What follows belongs to an exercise in optimizing a design on an open flow for small area and a short achievable clock period; a production flow would make more cautious choices.
At most, simulation tests tie the RTL to the original design; equivalence was not proved.
Power figures rest on the tool's default switching activity, not on a simulated workload.

## north
Design DSP, start of the top module:
module DSP(A,B,C,D,CLK,CARRYIN,OPMODE,BCIN,RSTA,RSTB,RSTM,RSTP,RSTC,RSTD,RSTCARRYIN,RSTOPMODE,
          CEA,CEB,CEM,CEP,CEC,CED,CECARRYIN,CEOPMODE,PCIN,BCOUT,PCOUT,P,M,CARRYOUT,CARRYOUTF);
Size: roughly 2800 cells after synthesis, ~220 flip-flops, roughly 350 I/O pins, about 23000 µm² of cells after synthesis.
Settings: LEC_CHECK=0, CAP_MARGIN=20, CORE_MARGIN=2, CORE_UTILIZATION=55, SETUP_SLACK_MARGIN=4.1, SLEW_MARGIN=20, SYNTH_HIERARCHICAL=1, SYNTH_MINIMUM_KEEP_SIZE=0; clock period 8.0 ns.
standard.sh (not shown) runs the stock make flow with config.mk's settings and CLKGATE_MAP_FILE= SYNTH_SCRIPT=/design/flow/synth_recipe.tcl, a recipe that flattens the netlist after the stock synthesis.
==> flow/flow/run.sh <==
#!/bin/bash
# Standard layout with two changes: the port buffers are plain buf_1 cells
# instead of the default delay buffers, and ABC maps for a lighter load, so
# that it picks the smaller cell sizes and leaves sizing to the resizer.
export BUFFER_PORTS_ARGS="-buffer_cell sky130_fd_sc_hd__buf_1"
bash standard.sh ABC_LOAD_IN_FF=0.2 finish > standard.log 2>&1
north closes out successfully: all stages finished, all timing, DRC and antenna checks passed.
## Diff of input files: middle against north
diff --git a/flow/design.v b/flow/design.v
--- a/flow/design.v
+++ b/flow/design.v
@@ -1917,25 +1917,25 @@
     assign ma_s_24 = ~(MS_r[32] ^ ma_g5_23);
     assign ma_s_25 = ~(MS_r[33] ^ ma_g5_24);
     assign ma_s_26 = ~(MS_r[34] ^ ma_g5_25);
     assign ma_s_27 = ~(1'b0 ^ ma_g5_26);
     assign mprod = {ma_s_27, ma_s_26, ma_s_25, ma_s_24, ma_s_23, ma_s_22, ma_s_21, ma_s_20, ma_s_19, ma_s_18, ma_s_17, ma_s_16, ma_s_15, ma_s_14, ma_s_13, ma_s_12, ma_s_11, ma_s_10, ma_s_9, ma_s_8, ma_s_7, ma_s_6, ma_s_5, ma_s_4, ma_s_3, ma_s_2, ma_s_1, MS_r[8], MS_r[7], MS_r[6], MS_r[5], MS_r[4], MS_r[3], MS_r[2], MS_r[1], MS_r[0]};
     assign M = mprod;
     reg [47:0] X, Zr;
     always @(*) begin
         case (OP_r[1:0])
         2'd0: X = 48'd0;
         2'd1: X = {{12{mprod[35]}}, mprod};
         2'd2: X = P_r;
-        default: X = {D_r[11:0], (A_r & {18{~A_z}}), B_r};
+        default: X = {D_r[11:0], A_r, B_r};
         endcase
         Zr = (OP_r[3:2] == 2'd2) ? P_r : (OP_r[3:2] == 2'd3) ? (C_r & {48{~C_z}}) : 48'd0;
     end
     wire [47:0] Z;
     wire zpc = (OP_r[3:2] == 2'd1);
     dsp_ao21 u_z0 (.a(PCIN[0]), .s(zpc), .r(Zr[0]), .y(Z[0]));
     dsp_ao21 u_z1 (.a(PCIN[1]), .s(zpc), .r(Zr[1]), .y(Z[1]));
     dsp_ao21 u_z2 (.a(PCIN[2]), .s(zpc), .r(Zr[2]), .y(Z[2]));
     dsp_ao21 u_z3 (.a(PCIN[3]), .s(zpc), .r(Zr[3]), .y(Z[3]));
     dsp_ao21 u_z4 (.a(PCIN[4]), .s(zpc), .r(Zr[4]), .y(Z[4]));
     dsp_ao21 u_z5 (.a(PCIN[5]), .s(zpc), .r(Zr[5]), .y(Z[5]));
     dsp_ao21 u_z6 (.a(PCIN[6]), .s(zpc), .r(Zr[6]), .y(Z[6]));
@@ -2789,28 +2789,27 @@
     assign pp_s_43 = ~(pp_p_44 ^ pp_g6_43);
     assign pp_s_44 = pp_p_45 ^ pp_g7_44;
     assign pp_s_45 = ~(pp_p_46 ^ pp_g6_45);
     assign pp_s_46 = pp_p_47 ^ pp_g7_46;
     assign pp_s_47 = ~(pp_p_48 ^ pp_g6_47);
     wire [47:0] psum = {pp_s_47, pp_s_46, pp_s_45, pp_s_44, pp_s_43, pp_s_42, pp_s_41, pp_s_40, pp_s_39, pp_s_38, pp_s_37, pp_s_36, pp_s_35, pp_s_34, pp_s_33, pp_s_32, pp_s_31, pp_s_30, pp_s_29, pp_s_28, pp_s_27, pp_s_26, pp_s_25, pp_s_24, pp_s_23, pp_s_22, pp_s_21, pp_s_20, pp_s_19, pp_s_18, pp_s_17, pp_s_16, pp_s_15, pp_s_14, pp_s_13, pp_s_12, pp_s_11, pp_s_10, pp_s_9, pp_s_8, pp_s_7, pp_s_6, pp_s_5, pp_s_4, pp_s_3, pp_s_2, pp_s_1, pp_s_0};
     wire cout = pp_g7_48;
     always @(posedge CLK) begin
         if (RSTD) D_r <= 18'd0; else if (CED) D_r <= D;
         if (RSTC) C_z <= 1'b1; else if (CEC) C_z <= 1'b0;
         if (CEC) C_r <= C;
         if (RSTOPMODE) OP_r <= 8'd0; else if (CEOPMODE) OP_r <= OPMODE;
-        if (RSTA) A_z <= 1'b1; else if (CEA) A_z <= 1'b0;
-        if (CEA) A_r <= A;
+        if (RSTA) A_r <= 18'd0; else if (CEA) A_r <= A;
         if (RSTB) B_r <= 18'd0; else if (CEB) B_r <= B_n;
-        if (RSTM | (CEM & A_z)) begin MS_r <= {35{1'b0}}; MC_r <= {27{1'b0}}; end
+        if (RSTM) begin MS_r <= {35{1'b0}}; MC_r <= {27{1'b0}}; end
         else if (CEM) begin MS_r <= row0; MC_r <= row1; end
         if (RSTCARRYIN) begin CYI_r <= 1'b0; CYO_r <= 1'b0; end
         else if (CECARRYIN) begin CYI_r <= OP_r[5]; CYO_r <= cout; end
         if (RSTP) P_r <= 48'd0; else if (CEP) P_r <= psum;
     end
     assign P = P_r;
     assign PCOUT = P_r;
     assign BCOUT = B_r;
     assign CARRYOUT = CYO_r;
     assign CARRYOUTF = CYO_r;
 endmodule
 module dsp_ao21(a, s, r, y);
### Flow results
- In middle the fraction of layout instances using a drive strength above 1 turned out 1.8 points higher than in north.
- middle against north; non-clock buffer total of the final layout is up slightly.
- Comparing north and middle, the higher area added between synthesis and finish is on middle.
- Power for middle is lower than for north.
- Run comparison: north worst-path cell with the longest stage delay sky130_fd_sc_hd__dfxtp_2; middle worst-path cell with the longest stage delay sky130_fd_sc_hd__fa_1
- Slew at the pin closest to its max-slew limit, north and middle, higher one = north.
- middle drops more vias than north.
- Lower final cell count among north and middle: north
- north has a lower required time at the endpoint of the critical path than middle.
- Cmp middle vs north: number of flip-flops and latches lower in middle
- Core util | middle vs north | middle higher
- The worst setup slack of middle is lower than that of north.
- When middle is set beside north, its number of sinks driven by the clock tree turns out to be about 0.45% smaller.
Function not checked in middle: the RTL went through the layout flow alone.

re-timing with driven ports:
Ports are ideal in the flow. The routed layouts listed here were re-timed in OpenROAD. Step 1, drivers: a clkbuf_16 drives CLK and a buf_2 each remaining input, both assumed. Step 2 times the ports against the registers' clock, not the clock port: input delays grow and output delays shrink by t, the midpoint of the rising clock arrivals with the driver on. a / b / c = ideal ports / drivers / drivers and shift; a / b = the first two.
run	t (ns)	slack for setup (ns)	clock arrival spread, ns	cell pins on the clock port's net
north	0.628	4.153 / 4.096 / 3.674	0.014 / 0.014	1
middle	0.625	3.878 / 3.878 / 3.727	0.017 / 0.017	1
After both steps every run listed still meets setup and hold. The setup slack of north, which loses most, moves by -0.057 ns with the drivers and by -0.479 ns with both steps.
